This is an optimization exercise on Yosys and OpenROAD, whose aim is small area, not a production implementation. Function was checked by simulation only, so behaviour that the tests miss may differ from the original. Power is estimated from default activity; no workload was simulated.

==> 05-23: inputs <==
Design Top, start of the top module:
module Top(
    input        clk,
    input        rst,
    output       pwm_left_out,
    output       pwm_right_out,
    output [3:0] ctr_dir_out,
    output [2:0] led,
    input  [1:0] hwsignal,
    output [1:0] leds_hw,
    output [2:0] led_pwm_ctr,
    output       Trig,
    input        Echo,
    output       En_tag,
    output       csb_En_negedge,
    input        Rx,
    output       Tx,
    output [7:0] data,
    output [7:0] seg_slect
    );
==> module PWM, before the edit <==
module PWM(
    input            clk,
    input            rst,
    input      [2:0] ctr,
    output reg       pwm_left_out,
    output reg       pwm_right_out,
    output     [3:0] ctr_dir_out
    );
    reg [9:0] cnt;       
    reg [2:0] st;
    reg       v;
    wire wrap = cnt[9] & cnt[8] & cnt[3] & cnt[2];    
    wire l75  = cnt < 10'h075;
    wire l111 = cnt < 10'h111;
    wire l187 = cnt < 10'h187;
    wire l24a = cnt < 10'h24a;
    wire l298 = cnt < 10'h298;
    reg lo, ro;
    always @* begin
        case (st)
            3'b000: begin lo = l24a; ro = l24a; end
            3'b110: begin lo = l24a; ro = l75;  end
            3'b111: begin lo = l24a; ro = l111; end
            3'b101: begin lo = l75;  ro = l24a; end
            3'b100: begin lo = l111; ro = l24a; end
            3'b011: begin lo = l298; ro = l298; end
            3'b010: begin lo = l298; ro = l298; end
            default: begin lo = l187; ro = l187; end
        endcase
    end
    always @(posedge clk)
        if (rst) begin
            cnt <= 10'd0;
            st <= 3'b001;
            v <= 1'b0;
            pwm_left_out <= 1'b0;
            pwm_right_out <= 1'b0;
        end else begin
            cnt <= wrap ? 10'd0 : cnt + 10'd1;
            st <= ctr;
            v <= 1'b1;
            pwm_left_out <= v & lo;
            pwm_right_out <= v & ro;
        end
    wire a = st[2] | ~st[0];
    wire b = ~st[2] & st[1] & st[0];
    assign ctr_dir_out = {b, a, b, a};
endmodule
==> module ChaoShengBo, before the edit <==
module ChaoShengBo(
    input            clk,
    input            rst,
    input            Echo,
    input      [1:0] hwsignal,
    output reg [2:0] ctr,
    output reg       En,
    output reg       En_negedge,
    output reg       Trig,
    output reg       En_tag
    );
    reg [16:0] count;
    wire cend = (count == 17'h009fb);                    
    always @(posedge clk) begin
        count <= (rst | cend) ? 17'd0 : {count[15:0], ~(count[16] ^ count[13])};
        if (rst | cend) Trig <= 1'b0;
        else if (count == 17'h12404) Trig <= 1'b1;       
    end
    reg [23:0] tc;
    reg [1:0]  ET;
    reg        En_d;
    wire fall = ET[1] & ~ET[0];
    wire ge   = tc >= 24'h1e84;
    wire inr  = (tc >= 24'h4e) && (tc <= 24'h6b7);
    always @(posedge clk)
        if (rst) begin
            tc <= 24'd0;
            ET <= 2'b00;
            En <= 1'b0;
            En_d <= 1'b0;
        end else begin
            ET <= {ET[0], Echo};
            En_d <= En;
            tc <= (fall & (ge | inr)) ? 24'd0 : tc + {23'd0, Echo};
            if (fall & inr) En <= 1'b1;
            else if (fall & ge) En <= 1'b0;
        end
    wire negev = En_d & ~En;
    reg [20:0] u;
    reg        p1, p2;
    wire neg1 = En_negedge | negev;
    wire uend = (u == 21'h0f9a20);                       
    wire uz   = rst | ~neg1 | uend;
    always @(posedge clk) begin
        u <= uz ? 21'd0 : {u[19:0], ~(u[20] ^ u[18])};
        En_negedge <= ~uz;
        p1 <= ~uz & (p1 | (u == 21'h03c061));            
        p2 <= ~uz & (p2 | (u == 21'h16e72a));            
    end
    reg        tag;
    reg [18:0] tgc;
    reg [22:0] ct;
    wire tag1 = tag | negev;
    wire hit  = tag1 & ~hwsignal[0];
    wire clr  = (hit & (tgc == 19'h5f5e0)) | (ct == 23'h777bea);   
    always @(posedge clk)
        if (rst | clr) begin
            tag <= 1'b0;
            tgc <= 19'd0;
        end else begin
            tag <= tag1;
            tgc <= tgc + {18'd0, hit};
        end
    always @(posedge clk)
        ct <= (rst | clr | ~tag1) ? 23'd0 : {ct[21:0], ~(ct[22] ^ ct[17])};
    always @(posedge clk)
        if (rst) En_tag <= 1'b0;
        else if (clr) En_tag <= 1'b0;
        else if (hit) En_tag <= 1'b1;
    always @(posedge clk)
        if (rst) ctr <= 3'b000;
        else if (hit) ctr <= 3'b110;
        else if (neg1) ctr <= {p1, p2, p2};
        else if (fall & inr) ctr <= 3'b111;
endmodule
==> module Bluetooth, before the edit <==
module Bluetooth(
    input            clk,
    input            rst,
    input            Rx,
    output reg [7:0] seg_data,
    output reg       bl_En,
    output reg [2:0] bl_ctr
    );
    reg [9:0]  fp;        
    reg [16:0] seg_fp;    
    reg [7:0]  data;
    wire       fend = (fp == 10'h3e8);                   
    wire       fidl = (fp == 10'h0) & Rx;
    wire [9:0] fpn  = {fp[8:0], ~(fp[9] ^ fp[6])};
    reg [7:0] dn;
    always @* begin
        dn = data;
        case (fp)
            10'h1ab: dn[0] = Rx;    
            10'h03b: dn[1] = Rx;    
            10'h26e: dn[2] = Rx;    
            10'h0c3: dn[3] = Rx;    
            10'h344: dn[4] = Rx;    
            10'h321: dn[5] = Rx;    
            10'h1c6: dn[6] = Rx;    
            10'h2bf: dn[7] = Rx;    
            default: ;
        endcase
    end
    wire sfb = ~(seg_fp[16] ^ seg_fp[13]) ^ (&seg_fp[15:0]);
    wire ev  = (seg_fp == 17'h1ce27);                    
    always @(posedge clk) begin
        fp <= (rst | fend | fidl) ? 10'd0 : fpn;
        seg_fp <= rst ? 17'd0 : {seg_fp[15:0], sfb};
    end
    always @(posedge clk)
        if (rst) begin
            data <= 8'hfe;
            seg_data <= 8'h0;
            bl_En <= 1'b0;
            bl_ctr <= 3'b001;
        end else begin
            data <= dn;
            if (ev)
                case (dn)
                    8'h0: begin seg_data <= 8'b11000000; bl_ctr <= 3'b010; end
                    8'h1: begin seg_data <= 8'b11111001; bl_ctr <= 3'b111; end
                    8'h2: begin seg_data <= 8'b10100100; bl_ctr <= 3'b011; end
                    8'h3: begin seg_data <= 8'b10110000; bl_ctr <= 3'b100; end
                    8'h4: begin seg_data <= 8'b10011001; bl_ctr <= 3'b001; end
                    8'h5: begin seg_data <= 8'b10010010; bl_En <= 1'b1; end
                    8'h6: begin seg_data <= 8'b10000010; bl_En <= 1'b0; end
                    8'h7: seg_data <= 8'b00000111;
                    8'h8: seg_data <= 8'b01111111;
                    8'h9: seg_data <= 8'b01101111;
                    8'hff: seg_data <= 8'b01110110;
                    8'hfe: seg_data <= 8'b10001100;
                    default: ;
                endcase
        end
endmodule
make LEC_CHECK=0 CAP_MARGIN=20 CORE_MARGIN=2 CORE_UTILIZATION=40 PLACE_DENSITY=0.6 SLEW_MARGIN=20 finish   # period 10.0 ns
run.sh (not shown) runs the stock make flow with config.mk's settings and CLKGATE_MAP_FILE= SYNTH_SCRIPT=/design/flow/synth_recipe.tcl, a recipe that flattens the netlist after the stock synthesis.
==> inputs of 02-24, as changes to 05-23 <==
--- a/flow/design.v
+++ b/flow/design.v
@@ -6,15 +6,22 @@
     output reg       pwm_right_out,
     output     [3:0] ctr_dir_out
     );
-    reg [9:0] cnt;       
-    reg [2:0] st;
-    reg       v;
-    wire wrap = cnt[9] & cnt[8] & cnt[3] & cnt[2];    
-    wire l75  = cnt < 10'h075;
-    wire l111 = cnt < 10'h111;
-    wire l187 = cnt < 10'h187;
-    wire l24a = cnt < 10'h24a;
-    wire l298 = cnt < 10'h298;
+    localparam [7:0] WM = 8'haa;
+    reg  [7:0] wr;
+    wire [7:0] w = wr ^ WM;
+    reg  [2:0] q;         
+    reg  [2:0] st;
+    reg        v;
+    wire adv = (~q[1] & ~q[0] & (w == 8'h51)) |    
+               (~q[1] &  q[0] & (w == 8'hd2)) |    
+               (~q[2] &  q[1] & (w == 8'ha2)) |    
+               (w == 8'h10) |                      
+               ( q[1] & ~q[0] & (w == 8'hea));     
+    wire l75  = ~q[2] & ~q[0];
+    wire l111 = ~q[2] & ~q[1];
+    wire l187 = ~q[2];
+    wire l24a = ~(q[2] & ~q[0]);
+    wire l298 = ~(q[2] & ~q[1]);
     reg lo, ro;
     always @* begin
         case (st)
@@ -30,13 +37,15 @@
     end
     always @(posedge clk)
         if (rst) begin
-            cnt <= 10'd0;
+            wr <= WM;
+            q <= 3'b000;
             st <= 3'b001;
             v <= 1'b0;
             pwm_left_out <= 1'b0;
             pwm_right_out <= 1'b0;
         end else begin
-            cnt <= wrap ? 10'd0 : cnt + 10'd1;
+            wr <= adv ? WM : ({w[6:0], ~(w[7] ^ w[5] ^ w[4] ^ w[3])} ^ WM);
+            if (adv) q <= {q[1:0], ~q[2]};
             st <= ctr;
             v <= 1'b1;
             pwm_left_out <= v & lo;
@@ -68,10 +77,14 @@
     output reg       Trig,
     output reg       En_tag
     );
-    reg [16:0] count;
+    localparam [16:0] CM = 17'h0aaaa;
+    localparam [19:0] WM = 20'haaaaa;
+    localparam [22:0] TM = 23'h2aaaaa;
+    reg  [16:0] cr;
+    wire [16:0] count = cr ^ CM;
     wire cend = (count == 17'h009fb);                    
     always @(posedge clk) begin
-        count <= (rst | cend) ? 17'd0 : {count[15:0], ~(count[16] ^ count[13])};
+        cr <= (rst | cend) ? CM : ({count[15:0], ~(count[16] ^ count[13])} ^ CM);
         if (rst | cend) Trig <= 1'b0;
         else if (count == 17'h12404) Trig <= 1'b1;       
     end
@@ -79,6 +92,12 @@
     reg [1:0]  ET;
     reg        En_d;
     wire fall = ET[1] & ~ET[0];
+    reg [24:0] tcc;
+    integer i;
+    always @* begin
+        tcc[0] = Echo;
+        for (i = 0; i < 24; i = i + 1) tcc[i+1] = tcc[i] & tc[i];
+    end
     wire ge   = tc >= 24'h1e84;
     wire inr  = (tc >= 24'h4e) && (tc <= 24'h6b7);
     always @(posedge clk)
@@ -90,27 +109,37 @@
         end else begin
             ET <= {ET[0], Echo};
             En_d <= En;
-            tc <= (fall & (ge | inr)) ? 24'd0 : tc + {23'd0, Echo};
+            tc <= (fall & (ge | inr)) ? 24'd0 : tc ^ tcc[23:0];
             if (fall & inr) En <= 1'b1;
             else if (fall & ge) En <= 1'b0;
         end
     wire negev = En_d & ~En;
-    reg [20:0] u;
-    reg        p1, p2;
+    reg  [19:0] wr;
+    wire [19:0] w = wr ^ WM;
+    reg         p1, p2;
     wire neg1 = En_negedge | negev;
-    wire uend = (u == 21'h0f9a20);                       
-    wire uz   = rst | ~neg1 | uend;
+    wire e0 = ~p1 & (w == 20'hd87ff);
+    wire e1 = (w == 20'h44a5f);
+    wire e2 = p2 & (w == 20'h26bb6);
+    wire wz = rst | ~neg1 | e0 | e1 | e2;
     always @(posedge clk) begin
-        u <= uz ? 21'd0 : {u[19:0], ~(u[20] ^ u[18])};
-        En_negedge <= ~uz;
-        p1 <= ~uz & (p1 | (u == 21'h03c061));            
-        p2 <= ~uz & (p2 | (u == 21'h16e72a));            
+        wr <= wz ? WM : ({w[18:0], ~(w[19] ^ w[16])} ^ WM);
+        En_negedge <= ~rst & neg1 & ~e2;
+        p1 <= ~rst & neg1 & ~e2 & (p1 | e0);
+        p2 <= ~rst & neg1 & ~e2 & (p2 | e1);
     end
     reg        tag;
     reg [18:0] tgc;
-    reg [22:0] ct;
+    reg [22:0] ctr_;
+    wire [22:0] ct = ctr_ ^ TM;
     wire tag1 = tag | negev;
     wire hit  = tag1 & ~hwsignal[0];
+    reg [19:0] tgcc;                                 
+    integer j;
+    always @* begin
+        tgcc[0] = hit;
+        for (j = 0; j < 19; j = j + 1) tgcc[j+1] = tgcc[j] & tgc[j];
+    end
     wire clr  = (hit & (tgc == 19'h5f5e0)) | (ct == 23'h777bea);   
     always @(posedge clk)
         if (rst | clr) begin
@@ -118,10 +147,10 @@
             tgc <= 19'd0;
         end else begin
             tag <= tag1;
-            tgc <= tgc + {18'd0, hit};
-        end
-    always @(posedge clk)
-        ct <= (rst | clr | ~tag1) ? 23'd0 : {ct[21:0], ~(ct[22] ^ ct[17])};
+            tgc <= tgc ^ tgcc[18:0];
+        end
+    always @(posedge clk)
+        ctr_ <= (rst | clr | ~tag1) ? TM : ({ct[21:0], ~(ct[22] ^ ct[17])} ^ TM);
     always @(posedge clk)
         if (rst) En_tag <= 1'b0;
         else if (clr) En_tag <= 1'b0;
@@ -136,13 +165,18 @@
     input            clk,
     input            rst,
     input            Rx,
-    output reg [7:0] seg_data,
+    output     [7:0] seg_data,
     output reg       bl_En,
     output reg [2:0] bl_ctr
     );
-    reg [9:0]  fp;        
-    reg [16:0] seg_fp;    
-    reg [7:0]  data;
+    localparam [9:0]  FM = 10'h2aa;
+    localparam [16:0] SM = 17'h0aaaa;
+    reg  [9:0]  fpr;
+    reg  [16:0] sfr;
+    reg  [7:0]  data;
+    reg  [3:0]  code;      
+    wire [9:0]  fp = fpr ^ FM;        
+    wire [16:0] seg_fp = sfr ^ SM;    
     wire       fend = (fp == 10'h3e8);                   
     wire       fidl = (fp == 10'h0) & Rx;
     wire [9:0] fpn  = {fp[8:0], ~(fp[9] ^ fp[6])};
@@ -164,34 +198,47 @@
     wire sfb = ~(seg_fp[16] ^ seg_fp[13]) ^ (&seg_fp[15:0]);
     wire ev  = (seg_fp == 17'h1ce27);                    
     always @(posedge clk) begin
-        fp <= (rst | fend | fidl) ? 10'd0 : fpn;
-        seg_fp <= rst ? 17'd0 : {seg_fp[15:0], sfb};
-    end
+        fpr <= (rst | fend | fidl) ? FM : (fpn ^ FM);
+        sfr <= rst ? SM : ({seg_fp[15:0], sfb} ^ SM);
+    end
+    wire dig = (dn[7:4] == 4'h0) & (~dn[3] | (dn[2:1] == 2'b00));    
+    wire ffe = (dn[7:1] == 7'h7f);                                   
     always @(posedge clk)
         if (rst) begin
             data <= 8'hfe;
-            seg_data <= 8'h0;
+            code <= 4'ha;
             bl_En <= 1'b0;
             bl_ctr <= 3'b001;
         end else begin
             data <= dn;
-            if (ev)
+            if (ev) begin
+                if (dig | ffe) code <= dn[3:0];
                 case (dn)
-                    8'h0: begin seg_data <= 8'b11000000; bl_ctr <= 3'b010; end
-                    8'h1: begin seg_data <= 8'b11111001; bl_ctr <= 3'b111; end
-                    8'h2: begin seg_data <= 8'b10100100; bl_ctr <= 3'b011; end
-                    8'h3: begin seg_data <= 8'b10110000; bl_ctr <= 3'b100; end
-                    8'h4: begin seg_data <= 8'b10011001; bl_ctr <= 3'b001; end
-                    8'h5: begin seg_data <= 8'b10010010; bl_En <= 1'b1; end
-                    8'h6: begin seg_data <= 8'b10000010; bl_En <= 1'b0; end
-                    8'h7: seg_data <= 8'b00000111;
-                    8'h8: seg_data <= 8'b01111111;
-                    8'h9: seg_data <= 8'b01101111;
-                    8'hff: seg_data <= 8'b01110110;
-                    8'hfe: seg_data <= 8'b10001100;
+                    8'h0: bl_ctr <= 3'b010;
+                    8'h1: bl_ctr <= 3'b111;
+                    8'h2: bl_ctr <= 3'b011;
+                    8'h3: bl_ctr <= 3'b100;
+                    8'h4: bl_ctr <= 3'b001;
+                    8'h5: bl_En <= 1'b1;
+                    8'h6: bl_En <= 1'b0;
                     default: ;
                 endcase
-        end
+            end
+        end
+    wire [7:0] seg =
+        ({8{code == 4'h0}} & 8'b11000000) |
+        ({8{code == 4'h1}} & 8'b11111001) |
+        ({8{code == 4'h2}} & 8'b10100100) |
+        ({8{code == 4'h3}} & 8'b10110000) |
+        ({8{code == 4'h4}} & 8'b10011001) |
+        ({8{code == 4'h5}} & 8'b10010010) |
+        ({8{code == 4'h6}} & 8'b10000010) |
+        ({8{code == 4'h7}} & 8'b00000111) |
+        ({8{code == 4'h8}} & 8'b01111111) |
+        ({8{code == 4'h9}} & 8'b01101111) |
+        ({8{code == 4'hf}} & 8'b01110110) |
+        ({8{code == 4'he}} & 8'b10001100);
+    assign seg_data = seg;
 endmodule
 module Top(
     input        clk,
Settings changed: CTS_BUF_LIST set to sky130_fd_sc_hd__clkbuf_8.
==> qor summary <==
item	02-24	05-23
Worst Setup SP	Echo	hw.leds_hw[0]$_SDFF_PP0_
Place WS	2.96 ns	5.26 ns
Fraction of area in registers	0.463	0.437
Syn Area/Cell	9.85 um2	9.32 um2
Net total in the final layout	774	811
DPL Wire Length	8950 um	8650 um
Largest stage delay on the critical path	0.42 ns	0.61 ns
Core ar.	17100 um2	17900 um2
Worst Slack Setup Final	3.47 ns	5.70 ns
Status	finished clean	finished clean
Part of the total power dissipated in combinational logic	0.029	0.026
Via count of the first global-routing pass	4757	4981
DIE WIDTH	135 um	139 um
Filler Cell Count	1658	1734
Sequential cell count	178	182
Detail Route met3 WL	522 um	532 um
Number of non-clock inverters	17	13
Well-Tap Cells	225	229
Mux share of post-synthesis cell area	0.0210	0.0213
Sequential share of the synthesized area	0.517	0.500
Achievable frequency	153 MHz	233 MHz

-- afterwards: timing with drivers on the ports --
The results above use ideal ports. As a check the final layouts listed here were re-extracted and re-timed, cells and wires unchanged.
Step 1 sets driving cells, clkbuf_16 on the clock port and buf_2 on the other inputs (assumed; they add their load-dependent delay and slew).
Step 2 moves the port delays by t, midway between the first and last clock arrival at a register: inputs arrive t later, outputs are due t later. That takes back most of the time a late clock gives input paths.
a / b / c = no drivers / after step 1 / after step 2; a / b = the first two.
run	t (ns)	slack for setup (ns)	worst setup path after step 2	worst register clock-pin slew, ns	worst slew at a driven data input, ns
05-23	0.466	5.700 / 5.659 / 5.343	input to register	0.07 / 0.07	0.03
02-24	0.483	3.470 / 3.485 / 3.002	input to register	0.09 / 0.09	0.03
After both steps every run listed still meets setup and hold. The setup slack of 02-24, which loses most, moves by +0.015 ns with the drivers and by -0.468 ns with both steps.
